From an optimization exercise on the open Yosys and OpenROAD flow, aimed at small area; shortcuts taken in it are not production practice.
Function was checked by simulation only, so behaviour that the tests miss may differ from the original.
Power figures rest on the tool's default switching activity, not on a simulated workload.

==> inputs of run a <==
Design riscv_cpu, start of the top module:
module riscv_cpu (
    input         clk, reset,
    output reg [31:0] PC,
    input  [31:0] Instr,
    output        MemWrite,
    output [31:0] Mem_WrAddr, Mem_WrData,
    input  [31:0] ReadData,
    output [31:0] Result
);
==> module add32, before the edit <==
module add32 (
    input  [31:0] a, b,
    input         cin,
    output [31:0] sum, p, g,
    output        c31, cout
);
wire [30:1] c;
genvar i;
generate for (i = 0; i < 32; i = i + 1) begin : h
    c_ha u (a[i], b[i], p[i], g[i]);
    c_xor2 x (p[i], (i == 0) ? cin : (i == 31) ? c31 : c[i], sum[i]);
end endgenerate
cla #(32, 1, 1) cy (p, g, cin, {c31, c}, cout);
endmodule
==> flow/config.mk <==
export PLATFORM = sky130hd
export DESIGN_NAME = riscv_cpu
export DESIGN_NICKNAME = riscv_cpu
export VERILOG_FILES = /design/flow/design.v
export SDC_FILE = /design/flow/constraint.sdc
export NUM_CORES = 4
export LEC_CHECK = 0
export CAP_MARGIN = 20
export CORE_MARGIN = 2
export CORE_UTILIZATION = 58
export CTS_BUF_LIST = sky130_fd_sc_hd__clkbuf_16
export CTS_CLUSTER_DIAMETER = 80
export CTS_CLUSTER_SIZE = 24
export SETUP_SLACK_MARGIN = 0.3
export SLEW_MARGIN = 20
export SYNTH_HIERARCHICAL = 1
==> flow/constraint.sdc <==
create_clock -name core_clock -period 12.5 [get_ports {clk}]
set_input_delay 2.5000 -clock core_clock [delete_from_list [all_inputs] [get_ports {clk}]]
set_output_delay 2.5000 -clock core_clock [all_outputs]
set_load 0.01 [all_outputs]
standard.sh (not shown) runs the stock make flow with config.mk's settings and CLKGATE_MAP_FILE= SYNTH_SCRIPT=/design/flow/synth_recipe.tcl, a recipe that flattens the netlist after the stock synthesis.
==> flow/flow/run.sh <==
#!/bin/bash
# Layout flow: the standard layout (standard.sh: ORFS synthesis to
# finish) with two changes:
#  - the port buffers are the platform's smallest buffer (buf_1) instead of
#    the delay cell buffer_ports picks by default; the resizer still
#    upsizes any of them that needs it;
#  - clock tree synthesis inserts no dummy loads (same buffer list and
#    clustering as config.mk's CTS settings).
set -euo pipefail
export BUFFER_PORTS_ARGS="-buffer_cell sky130_fd_sc_hd__buf_1"
export CTS_ARGS="-sink_clustering_enable -repair_clock_nets -sink_clustering_size 24 -sink_clustering_max_diameter 80 -buf_list sky130_fd_sc_hd__clkbuf_16 -dont_use_dummy_load"
bash standard.sh finish > standard.log 2>&1
==> run b (differences from run a) <==
--- a/flow/design.v
+++ b/flow/design.v
@@ -42,4 +42,47 @@
 end endgenerate
 endmodule
+module cla32 (
+    input  [31:0] p, g,
+    input         cin,
+    output [31:1] c,
+    output        cout
+);
+wire [7:0] gb, pb;       
+genvar k;
+generate for (k = 0; k < 8; k = k + 1) begin : blk
+    localparam B = 4*k;
+    wire g10, p10, g32, p32;
+    c_a21o  ug10 (p[B+1], g[B], g[B+1], g10);
+    c_and2  up10 (p[B+1], p[B], p10);
+    c_a21o  ug32 (p[B+3], g[B+2], g[B+3], g32);
+    c_and2  up32 (p[B+3], p[B+2], p32);
+    c_a21o  ugb  (p32, g10, g32, gb[k]);
+    c_and2  upb  (p32, p10, pb[k]);
+    c_a21o  u1 (p[B],   (k == 0) ? cin : c[B], g[B],   c[B+1]);
+    c_a21o  u2 (p10,    (k == 0) ? cin : c[B], g10,    c[B+2]);
+    c_a21o  u3 (p[B+2], c[B+2],                g[B+2], c[B+3]);
+end endgenerate
+wire g10s, p10s, g32s, p32s, g30s, p30s, g54s, p54s, g76s, p76s, g74s, p74s;
+c_a21o s10g (pb[1], gb[0], gb[1], g10s);
+c_and2 s10p (pb[1], pb[0], p10s);
+c_a21o s32g (pb[3], gb[2], gb[3], g32s);
+c_and2 s32p (pb[3], pb[2], p32s);
+c_a21o s30g (p32s, g10s, g32s, g30s);
+c_and2 s30p (p32s, p10s, p30s);
+c_a21o s54g (pb[5], gb[4], gb[5], g54s);
+c_and2 s54p (pb[5], pb[4], p54s);
+c_a21o s76g (pb[7], gb[6], gb[7], g76s);
+c_and2 s76p (pb[7], pb[6], p76s);
+c_a21o s74g (p76s, g54s, g76s, g74s);
+c_and2 s74p (p76s, p54s, p74s);
+c_a21o b1 (pb[0], cin,   gb[0], c[4]);
+c_a21o b2 (p10s,  cin,   g10s,  c[8]);
+c_a21o b3 (pb[2], c[8],  gb[2], c[12]);
+c_a21o b4 (p30s,  cin,   g30s,  c[16]);
+c_a21o b5 (pb[4], c[16], gb[4], c[20]);
+c_a21o b6 (p54s,  c[16], g54s,  c[24]);
+c_a21o b7 (pb[6], c[24], gb[6], c[28]);
+c_a21o b8 (p74s,  c[16], g74s,  cout);
+endmodule
 module inc30 (
     input  [31:2] a,
@@ -241,5 +284,5 @@
     c_xor2 x (p[i], (i == 0) ? cin : (i == 31) ? c31 : c[i], sum[i]);
 end endgenerate
-cla #(32, 1, 1) cy (p, g, cin, {c31, c}, cout);
+cla32 cy (p, g, cin, {c31, c}, cout);
 endmodule
 module shift_sel (
==> impl_metrics.py <==
metrics = {
    "run_status": {
        "status": "complete, no violations",
    },
    "logic_synthesis": {
        "syn-cell-area_um2": 45650,
    },
    "pwr": {
        "peakVddDrop_uv": 141.0,
        "p_seq_share_pct": 48.2,
        "clock_net_power_uw": 1830,
        "leakagePower_uw": 0.02156,
    },
    "finish": {
        "stdcell_count": 5569,
        "multi_input_gates": 2891,
        "antenna_cells": 39,
        "layout_common_cells": "a22o_1, dfxtp_1, a222oi_1",
        "nClkBuffers": 52,
        "finish.utilization_pct": 66.01,
    },
    "grt": {
        "grt_use_met2_pct": 72.73,
    },
    "sta": {
        "skew_ns": 0.1267,
        "tightest_slew_ns": 1.343,
    },
    "hold_path": {
        "holdCritStartpoint": "x[31].q[0]$_DFF_P_",
    },
    "critical_path": {
        "cp_common_cell": "and2_1",
        "reg2reg_slack_ns": 4.87,
    },
    "floorplanning": {
        "dieArea_um2": 80960,
    },
    "detailed_routing": {
        "vias": 50419,
    },
    "place": {
        "dp_hpwl_mm": 149.3,
    },
}
[end of results for run b]
==> impl_metrics.py <==
metrics = {
    "finish": {
        "stdcell_count": 5498,
        "finish.utilization_pct": 65.48,
    },
    "sta": {
        "skew_ns": 0.1338,
        "tightest_slew_ns": 1.248,
    },
    "critical_path": {
        "reg2reg_slack_ns": 4.98,
        "r2r-start": "PC[2]$_DFF_PP0_",
        "cp_common_cell": "a21o_1",
    },
    "pwr": {
        "p_seq_share_pct": 49.0,
        "peakVddDrop_uv": 151.3,
        "clock_net_power_uw": 1800,
        "leakagePower_uw": 0.02125,
    },
    "run_status": {
        "status": "complete, no violations",
    },
    "place": {
        "dp_hpwl_mm": 144.5,
    },
    "floorplanning": {
        "dieArea_um2": 80820,
    },
    "detailed_routing": {
        "finalWirelength_mm": 224.5,
    },
    "grt": {
        "grt_use_met2_pct": 71.28,
    },
    "logic_synthesis": {
        "syn-cell-area_um2": 45560,
    },
}
[end of results for run a]

-- separate check: timing with driven ports --
No port has a modelled driver above. Below, the same layouts with a new extraction and two added sets of constraints.
Step 1, drivers: a clkbuf_16 drives clk and a buf_2 each remaining input, both assumed.
Step 2 times the ports against the registers' clock, not the clock port: input delays grow and output delays shrink by t, the midpoint of the rising clock arrivals with the driver on.
Three values: no drivers, after step 1, after step 2; two values: the first two.
run	t, ns	slack for setup (ns)	cell pins on the clock port's net
run a	0.708	0.229 / 0.206 / 0.206	1
run b	0.697	0.234 / 0.184 / 0.184	1
After both steps setup and hold are still met in every run listed. For run b, which loses most, drivers alone change the setup slack by -0.050 ns; drivers and shift together by -0.050 ns.
